This is an optimization exercise on Yosys and OpenROAD, whose aim is small area and a short achievable clock period, not a production implementation.
At most, simulation tests tie the RTL to the original design; equivalence was not proved.

## 01-09
==> module viterbi_add_select, before the edit <==
module viterbi_add_select #(
    parameter ZA = 0,
    parameter ZB = 0,
    parameter INV = 0        
) (
    input             clk,
    input      [11:0] m0,       
    input      [11:0] m1,       
    input      [8:0]  bA,
    input      [8:0]  bB,
    input      [9:0]  eu,       
    input      [9:0]  ed,       
    input             go,       
    input             hold,     
    output reg        du,       
    output reg        dd,       
    output reg [11:0] mu,       
    output reg [11:0] md        
);
wire [11:0] i0 = {m0[11:8] + 4'd1, m0[7:0]};    
wire [11:0] i1 = {m1[11:8] + 4'd1, m1[7:0]};    
wire [11:0] u0 = ZA ? i0 : m0 + {3'd0, bA};
wire [11:0] u1 = ZB ? i1 : m1 + {3'd0, bB};
wire [11:0] d0 = ZB ? i0 : m0 + {3'd0, bB};
wire [11:0] d1 = ZA ? i1 : m1 + {3'd0, bA};
wire [11:0] x0 = INV ? ~m0 : m0;
wire [11:0] x1 = INV ? m1 : ~m1;
wire [11:0] xu = {{2{eu[9]}}, eu};
wire [11:0] xd = {{2{ed[9]}}, ed};
wire [11:0] su = x0 ^ x1 ^ xu;
wire [11:0] cu = (x0 & x1) | (x0 & xu) | (x1 & xu);
wire [11:0] sd = x0 ^ x1 ^ xd;
wire [11:0] cd = (x0 & x1) | (x0 & xd) | (x1 & xd);
wire        gu = INV ^ ~sign12(su, {cu[10:0], 1'b1});
wire        gd = INV ^ ~sign12(sd, {cd[10:0], 1'b1});
function automatic sign12;
    input [11:0] x;
    input [11:0] y;
    reg   [10:0] g, p, g2, p2;
    integer j, k;
    begin
        g = x[10:0] & y[10:0];
        p = x[10:0] | y[10:0];
        for (k = 1; k < 11; k = k * 2) begin
            g2 = g;
            p2 = p;
            for (j = k; j < 11; j = j + 1) begin
                g2[j] = g[j] | (p[j] & g[j-k]);
                p2[j] = p[j] & p[j-k];
            end
            g = g2;
            p = p2;
        end
        sign12 = x[11] ^ y[11] ^ g[10];
    end
endfunction
wire su0 = go & ~gu;
wire su1 = go &  gu;
wire sd0 = go & ~gd;
wire sd1 = go &  gd;
always @(posedge clk) begin
    du <= gu;
    dd <= gd;
    mu <= ({12{su0}} & u0) | ({12{su1}} & u1) | ({12{hold}} & mu);
    md <= ({12{sd0}} & d0) | ({12{sd1}} & d1) | ({12{hold}} & md);
end
endmodule
==> module viterbi_data_forward, before the edit <==
module viterbi_data_forward(
    input         clk,
    input         rst,
    input  [7:0]  LLR0,
    input  [7:0]  LLR1,
    input         data_in_v,
    output [63:0] back_info,
    output        back_info_v
);
localparam [63:0] ATAB = {
    2'd3, 2'd2, 2'd3, 2'd2, 2'd0, 2'd1, 2'd0, 2'd1,
    2'd0, 2'd1, 2'd0, 2'd1, 2'd3, 2'd2, 2'd3, 2'd2,
    2'd1, 2'd0, 2'd1, 2'd0, 2'd2, 2'd3, 2'd2, 2'd3,
    2'd2, 2'd3, 2'd2, 2'd3, 2'd1, 2'd0, 2'd1, 2'd0};
wire [8:0] p = {LLR0[7], LLR0} + {LLR1[7], LLR1} + 9'd256;
reg  [7:0] ra, rb, na, nb;
reg  [8:0] rp, np;
reg  [9:0] rq, rnq, rpp, rnp;    
reg  [9:0] iq, inq, ipp, inp;    
reg        v1, v2, clr;
always @(posedge clk) begin
    ra  <= LLR0;
    rb  <= LLR1;
    rp  <= p;
    na  <= ~LLR0;
    nb  <= ~LLR1;
    np  <= ~p;
    rq  <= {LLR0[7], LLR0[7], LLR0} - {LLR1[7], LLR1[7], LLR1};
    rnq <= {LLR1[7], LLR1[7], LLR1} - {LLR0[7], LLR0[7], LLR0};
    rpp <= {LLR0[7], LLR0[7], LLR0} + {LLR1[7], LLR1[7], LLR1};
    rnp <= -({LLR0[7], LLR0[7], LLR0} + {LLR1[7], LLR1[7], LLR1});
    iq  <= ~({LLR0[7], LLR0[7], LLR0} - {LLR1[7], LLR1[7], LLR1});
    inq <= ~({LLR1[7], LLR1[7], LLR1} - {LLR0[7], LLR0[7], LLR0});
    ipp <= ~({LLR0[7], LLR0[7], LLR0} + {LLR1[7], LLR1[7], LLR1});
    inp <= ~(-({LLR0[7], LLR0[7], LLR0} + {LLR1[7], LLR1[7], LLR1}));
    v1  <= data_in_v & ~rst;
    v2  <= v1 & ~rst;
    clr <= rst;
end
wire go   = v1;
wire hold = ~v1 & ~clr;
wire [8:0] bm [0:7];
assign bm[0] = 9'd256;
assign bm[1] = {~ra[7], ra[7], ra[6:0]};
assign bm[2] = {~rb[7], rb[7], rb[6:0]};
assign bm[3] = rp;
assign bm[4] = 9'd256;
assign bm[5] = ~{~na[7], na[7], na[6:0]};
assign bm[6] = ~{~nb[7], nb[7], nb[6:0]};
assign bm[7] = ~np;
wire [9:0] ee [0:7];
assign ee[0] = rnp;
assign ee[1] = rq;
assign ee[2] = rnq;
assign ee[3] = rpp;
assign ee[4] = inp;     
assign ee[5] = iq;
assign ee[6] = inq;
assign ee[7] = ipp;
wire [11:0] m [0:63];
genvar i;
generate
    for (i = 0; i < 32; i = i + 1) begin : bf
        localparam integer A = ATAB[2*i +: 2];
        localparam integer B = 3 - A;
        localparam integer C = (i >= 16) ? 4 : 0;    
        viterbi_add_select #(.ZA(A == 0), .ZB(B == 0), .INV(C != 0)) u (
            .clk  (clk),
            .m0   (m[2*i]),
            .m1   (m[2*i+1]),
            .bA   (bm[C+A]),
            .bB   (bm[C+B]),
            .eu   (ee[C+A]),
            .ed   (ee[C+B]),
            .go   (go),
            .hold (hold),
            .du   (back_info[i]),
            .dd   (back_info[i+32]),
            .mu   (m[i]),
            .md   (m[i+32])
        );
    end
endgenerate
assign back_info_v = v2;
endmodule
clock: 5.5 ns
lec_check: 0
cap_margin: 20
core_margin: 2
core_utilization: 40
cts_buf_list: sky130_fd_sc_hd__clkbuf_8
cts_cluster_size: 30
setup_slack_margin: 1.7
slew_margin: 20
run.sh (not shown) runs the stock make flow with config.mk's settings and CLKGATE_MAP_FILE= SYNTH_SCRIPT=/design/flow/synth_recipe.tcl, a recipe that flattens the netlist after the stock synthesis.
[inputs] 01-02 vs 01-09
diff --git a/flow/design.v b/flow/design.v
--- a/flow/design.v
+++ b/flow/design.v
@@ -1,10 +1,9 @@
 module viterbi_add_select #(
     parameter ZA = 0,
-    parameter ZB = 0,
-    parameter INV = 0        
+    parameter ZB = 0
 ) (
     input             clk,
     input      [11:0] m0,       
     input      [11:0] m1,       
     input      [8:0]  bA,
     input      [8:0]  bB,
@@ -20,22 +19,21 @@
 wire [11:0] i0 = {m0[11:8] + 4'd1, m0[7:0]};    
 wire [11:0] i1 = {m1[11:8] + 4'd1, m1[7:0]};    
 wire [11:0] u0 = ZA ? i0 : m0 + {3'd0, bA};
 wire [11:0] u1 = ZB ? i1 : m1 + {3'd0, bB};
 wire [11:0] d0 = ZB ? i0 : m0 + {3'd0, bB};
 wire [11:0] d1 = ZA ? i1 : m1 + {3'd0, bA};
-wire [11:0] x0 = INV ? ~m0 : m0;
-wire [11:0] x1 = INV ? m1 : ~m1;
+wire [11:0] n1 = ~m1;
 wire [11:0] xu = {{2{eu[9]}}, eu};
 wire [11:0] xd = {{2{ed[9]}}, ed};
-wire [11:0] su = x0 ^ x1 ^ xu;
-wire [11:0] cu = (x0 & x1) | (x0 & xu) | (x1 & xu);
-wire [11:0] sd = x0 ^ x1 ^ xd;
-wire [11:0] cd = (x0 & x1) | (x0 & xd) | (x1 & xd);
-wire        gu = INV ^ ~sign12(su, {cu[10:0], 1'b1});
-wire        gd = INV ^ ~sign12(sd, {cd[10:0], 1'b1});
+wire [11:0] su = m0 ^ n1 ^ xu;
+wire [11:0] cu = (m0 & n1) | (m0 & xu) | (n1 & xu);
+wire [11:0] sd = m0 ^ n1 ^ xd;
+wire [11:0] cd = (m0 & n1) | (m0 & xd) | (n1 & xd);
+wire        gu = ~sign12(su, {cu[10:0], 1'b1});
+wire        gd = ~sign12(sd, {cd[10:0], 1'b1});
 function automatic sign12;
     input [11:0] x;
     input [11:0] y;
     reg   [10:0] g, p, g2, p2;
     integer j, k;
     begin
@@ -117,24 +115,24 @@
 assign bm[7] = ~np;
 wire [9:0] ee [0:7];
 assign ee[0] = rnp;
 assign ee[1] = rq;
 assign ee[2] = rnq;
 assign ee[3] = rpp;
-assign ee[4] = inp;     
-assign ee[5] = iq;
-assign ee[6] = inq;
-assign ee[7] = ipp;
+assign ee[4] = ~inp;
+assign ee[5] = ~iq;
+assign ee[6] = ~inq;
+assign ee[7] = ~ipp;
 wire [11:0] m [0:63];
 genvar i;
 generate
     for (i = 0; i < 32; i = i + 1) begin : bf
         localparam integer A = ATAB[2*i +: 2];
         localparam integer B = 3 - A;
         localparam integer C = (i >= 16) ? 4 : 0;    
-        viterbi_add_select #(.ZA(A == 0), .ZB(B == 0), .INV(C != 0)) u (
+        viterbi_add_select #(.ZA(A == 0), .ZB(B == 0)) u (
             .clk  (clk),
             .m0   (m[2*i]),
             .m1   (m[2*i+1]),
             .bA   (bm[C+A]),
             .bB   (bm[C+B]),
             .eu   (ee[C+A]),
Results
- Changes observed in 01-02 relative to 01-09: post-synthesis compound-gate area fraction shows a reduction of 0.16 points; gate count of the mapped netlist shows an increase of 146; final hold slack shows a reduction of 39 ps; synthesized area shows an increase of about 0.6%; critical path data required time shows a reduction of 120 ps.
- Of the two values seen for most frequent standard cell in the layout excluding fill and tap cells, sky130_fd_sc_hd__ha_1 was produced by 01-09 and sky130_fd_sc_hd__nand2_1 by 01-02.
- Taking 01-09 as the reference, in 01-02 final hold violation count ~0 delta, post-place instance area +about 0.5%, total length of routed met3 wires -about 34%, cell count along the critical path +2.
- Die size: 01-02 exceeds 01-09
No functional check of the RTL was part of 01-09.

========
Setup of run A:
viterbi_data_forward, a different RTL version from the one above (not shown whole).
For scale: about 14000 cells after synthesis.
==> module viterbi_add_select, before the edit <==
module viterbi_add_select(
    input             clk,
    input      [11:0] m0,       
    input      [11:0] m1,       
    input      [8:0]  bA,
    input      [8:0]  bB,
    input      [9:0]  k,        
    input             go,       
    input             hold,     
    output reg        du,       
    output reg        dd,       
    output reg [11:0] mu,       
    output reg [11:0] md        
);
wire [11:0] u0 = m0 + {3'd0, bA};
wire [11:0] u1 = m1 + {3'd0, bB};
wire [11:0] d0 = m0 + {3'd0, bB};
wire [11:0] d1 = m1 + {3'd0, bA};
wire [11:0] kx = {{2{k[9]}}, k};
wire [11:0] tu = m0 - m1 - kx;
wire [11:0] td = m0 - m1 + kx;
wire        cu = ~tu[11];
wire        cd = ~td[11];
wire su0 = go & ~cu;
wire su1 = go &  cu;
wire sd0 = go & ~cd;
wire sd1 = go &  cd;
always @(posedge clk) begin
    du <= cu;
    dd <= cd;
    mu <= ({12{su0}} & u0) | ({12{su1}} & u1) | ({12{hold}} & mu);
    md <= ({12{sd0}} & d0) | ({12{sd1}} & d1) | ({12{hold}} & md);
end
endmodule
==> module viterbi_data_forward, before the edit <==
module viterbi_data_forward(
    input         clk,
    input         rst,
    input  [7:0]  LLR0,
    input  [7:0]  LLR1,
    input         data_in_v,
    output [63:0] back_info,
    output        back_info_v
);
localparam [63:0] ATAB = {
    2'd3, 2'd2, 2'd3, 2'd2, 2'd0, 2'd1, 2'd0, 2'd1,
    2'd0, 2'd1, 2'd0, 2'd1, 2'd3, 2'd2, 2'd3, 2'd2,
    2'd1, 2'd0, 2'd1, 2'd0, 2'd2, 2'd3, 2'd2, 2'd3,
    2'd2, 2'd3, 2'd2, 2'd3, 2'd1, 2'd0, 2'd1, 2'd0};
wire [7:0] pa = LLR0[7] ? 8'd0 : LLR0;
wire [7:0] na = LLR0[7] ? -LLR0 : 8'd0;
wire [7:0] pb = LLR1[7] ? 8'd0 : LLR1;
wire [7:0] nb = LLR1[7] ? -LLR1 : 8'd0;
reg  [8:0] bm0, bm1, bm2, bm3;
reg  [9:0] k0, k1, k2, k3;
reg        v1, v2, clr;
always @(posedge clk) begin
    bm0 <= na + nb;
    bm1 <= pa + nb;
    bm2 <= na + pb;
    bm3 <= pa + pb;
    k0  <= (pa + pb) - (na + nb);
    k1  <= (na + pb) - (pa + nb);
    k2  <= (pa + nb) - (na + pb);
    k3  <= (na + nb) - (pa + pb);
    v1  <= data_in_v & ~rst;
    v2  <= v1 & ~rst;
    clr <= rst;
end
wire go   = v1;
wire hold = ~v1 & ~clr;
wire [8:0] bm [0:3];
assign bm[0] = bm0;
assign bm[1] = bm1;
assign bm[2] = bm2;
assign bm[3] = bm3;
wire [9:0] kk [0:3];
assign kk[0] = k0;
assign kk[1] = k1;
assign kk[2] = k2;
assign kk[3] = k3;
wire [11:0] m [0:63];
genvar i;
generate
    for (i = 0; i < 32; i = i + 1) begin : bf
        localparam integer A = ATAB[2*i +: 2];
        localparam integer B = 3 - A;
        viterbi_add_select u (
            .clk  (clk),
            .m0   (m[2*i]),
            .m1   (m[2*i+1]),
            .bA   (bm[A]),
            .bB   (bm[B]),
            .k    (kk[A]),
            .go   (go),
            .hold (hold),
            .du   (back_info[i]),
            .dd   (back_info[i+32]),
            .mu   (m[i]),
            .md   (m[i+32])
        );
    end
endgenerate
assign back_info_v = v2;
endmodule
==> flow/config.mk <==
export PLATFORM = sky130hd
export DESIGN_NAME = viterbi_data_forward
export DESIGN_NICKNAME = viterbi_data_forward
export VERILOG_FILES = /design/flow/design.v
export SDC_FILE = /design/flow/constraint.sdc
export NUM_CORES = 8
export LEC_CHECK = 0
export CAP_MARGIN = 20
export CORE_MARGIN = 2
export CORE_UTILIZATION = 40
export SLEW_MARGIN = 20
==> flow/constraint.sdc <==
create_clock -name core_clock -period 5.5 [get_ports {clk}]
set_input_delay 1.1000 -clock core_clock [delete_from_list [all_inputs] [get_ports {clk}]]
set_output_delay 1.1000 -clock core_clock [all_outputs]
set_load 0.01 [all_outputs]
#### Input delta (run D over run A)
--- a/flow/design.v
+++ b/flow/design.v
@@ -2,11 +2,10 @@
     input             clk,
     input      [11:0] m0,       
     input      [11:0] m1,       
     input      [8:0]  bA,
     input      [8:0]  bB,
-    input      [9:0]  k,        
     input             go,       
     input             hold,     
     output reg        du,       
     output reg        dd,       
     output reg [11:0] mu,       
@@ -14,13 +13,12 @@
 );
 wire [11:0] u0 = m0 + {3'd0, bA};
 wire [11:0] u1 = m1 + {3'd0, bB};
 wire [11:0] d0 = m0 + {3'd0, bB};
 wire [11:0] d1 = m1 + {3'd0, bA};
-wire [11:0] kx = {{2{k[9]}}, k};
-wire [11:0] tu = m0 - m1 - kx;
-wire [11:0] td = m0 - m1 + kx;
+wire [11:0] tu = u0 - u1;
+wire [11:0] td = d0 - d1;
 wire        cu = ~tu[11];
 wire        cd = ~td[11];
 wire su0 = go & ~cu;
 wire su1 = go &  cu;
 wire sd0 = go & ~cd;
@@ -49,21 +47,16 @@
 wire [7:0] pa = LLR0[7] ? 8'd0 : LLR0;
 wire [7:0] na = LLR0[7] ? -LLR0 : 8'd0;
 wire [7:0] pb = LLR1[7] ? 8'd0 : LLR1;
 wire [7:0] nb = LLR1[7] ? -LLR1 : 8'd0;
 reg  [8:0] bm0, bm1, bm2, bm3;
-reg  [9:0] k0, k1, k2, k3;
 reg        v1, v2, clr;
 always @(posedge clk) begin
     bm0 <= na + nb;
     bm1 <= pa + nb;
     bm2 <= na + pb;
     bm3 <= pa + pb;
-    k0  <= (pa + pb) - (na + nb);
-    k1  <= (na + pb) - (pa + nb);
-    k2  <= (pa + nb) - (na + pb);
-    k3  <= (na + nb) - (pa + pb);
     v1  <= data_in_v & ~rst;
     v2  <= v1 & ~rst;
     clr <= rst;
 end
 wire go   = v1;
@@ -71,15 +64,10 @@
 wire [8:0] bm [0:3];
 assign bm[0] = bm0;
 assign bm[1] = bm1;
 assign bm[2] = bm2;
 assign bm[3] = bm3;
-wire [9:0] kk [0:3];
-assign kk[0] = k0;
-assign kk[1] = k1;
-assign kk[2] = k2;
-assign kk[3] = k3;
 wire [11:0] m [0:63];
 genvar i;
 generate
     for (i = 0; i < 32; i = i + 1) begin : bf
         localparam integer A = ATAB[2*i +: 2];
@@ -88,11 +76,10 @@
             .clk  (clk),
             .m0   (m[2*i]),
             .m1   (m[2*i+1]),
             .bA   (bm[A]),
             .bB   (bm[B]),
-            .k    (kk[A]),
             .go   (go),
             .hold (hold),
             .du   (back_info[i]),
             .dd   (back_info[i+32]),
             .mu   (m[i]),
## What came out
Against run A as the reference, run D delivers a lower number of non-clock buffers in the layout. Going from run A to run D, core utilization went down, wire length lost about 26%, met1 usage shrank by 6.3 points. Compared with run A, run D degrades worst hold slack. Layout inverter count without the clock tree, run A and run D, lower one = run D. The lower met2 routing resource usage after global routing came out of run D. For via count of the first global-routing pass, dividing the value from run A by the value from run D gives 1.16. Looking at post-layout minimum cycle time, run D sits 170 ps above run A. Total met2 wirelength after detailed routing on run D is down relative to run A. Starting density of the core delta (run D -> run A): insignificant.
No functional check of the RTL was part of any run of this note.

-- re-timing with driven ports --
The flow's constraints put no driver on any port. The routed layouts listed below were extracted and timed again, unchanged, in two steps. Step 1: set_driving_cell puts a clkbuf_16 on clk and a buf_2 on each other input, an assumption about the parent block. Step 2, shift: input delay + t, output delay - t, t = (earliest + latest rising clock arrival at the registers) / 2. This alone moves slack from input paths to output paths. Slacks: no drivers / after step 1 / after step 2; pairs: no drivers / after step 1.
run | shift t [ns] | slack for setup (ns) | hold WS [ns] | clock arrival spread, ns | pins driven straight from the clock port
01-09 | 1.151 | 1.650 / 1.650 / 1.075 | 0.524 / 0.463 / 0.524 | 0.068 / 0.067 | 1
01-02 | 1.110 | 1.703 / 1.703 / 0.781 | 0.484 / 0.484 / 0.484 | 0.074 / 0.074 | 1
run A | 0.951 | 0.425 / 0.425 / 0.425 | 0.513 / 0.513 / 0.513 | 0.059 / 0.059 | 1
run D | 0.889 | 0.250 / 0.250 / 0.250 | 0.486 / 0.486 / 0.486 | 0.050 / 0.050 | 1
After both steps setup and hold are still met in every run listed. The setup slack of 01-02, which loses most, moves by 0.000 ns with the drivers and by -0.922 ns with both steps.
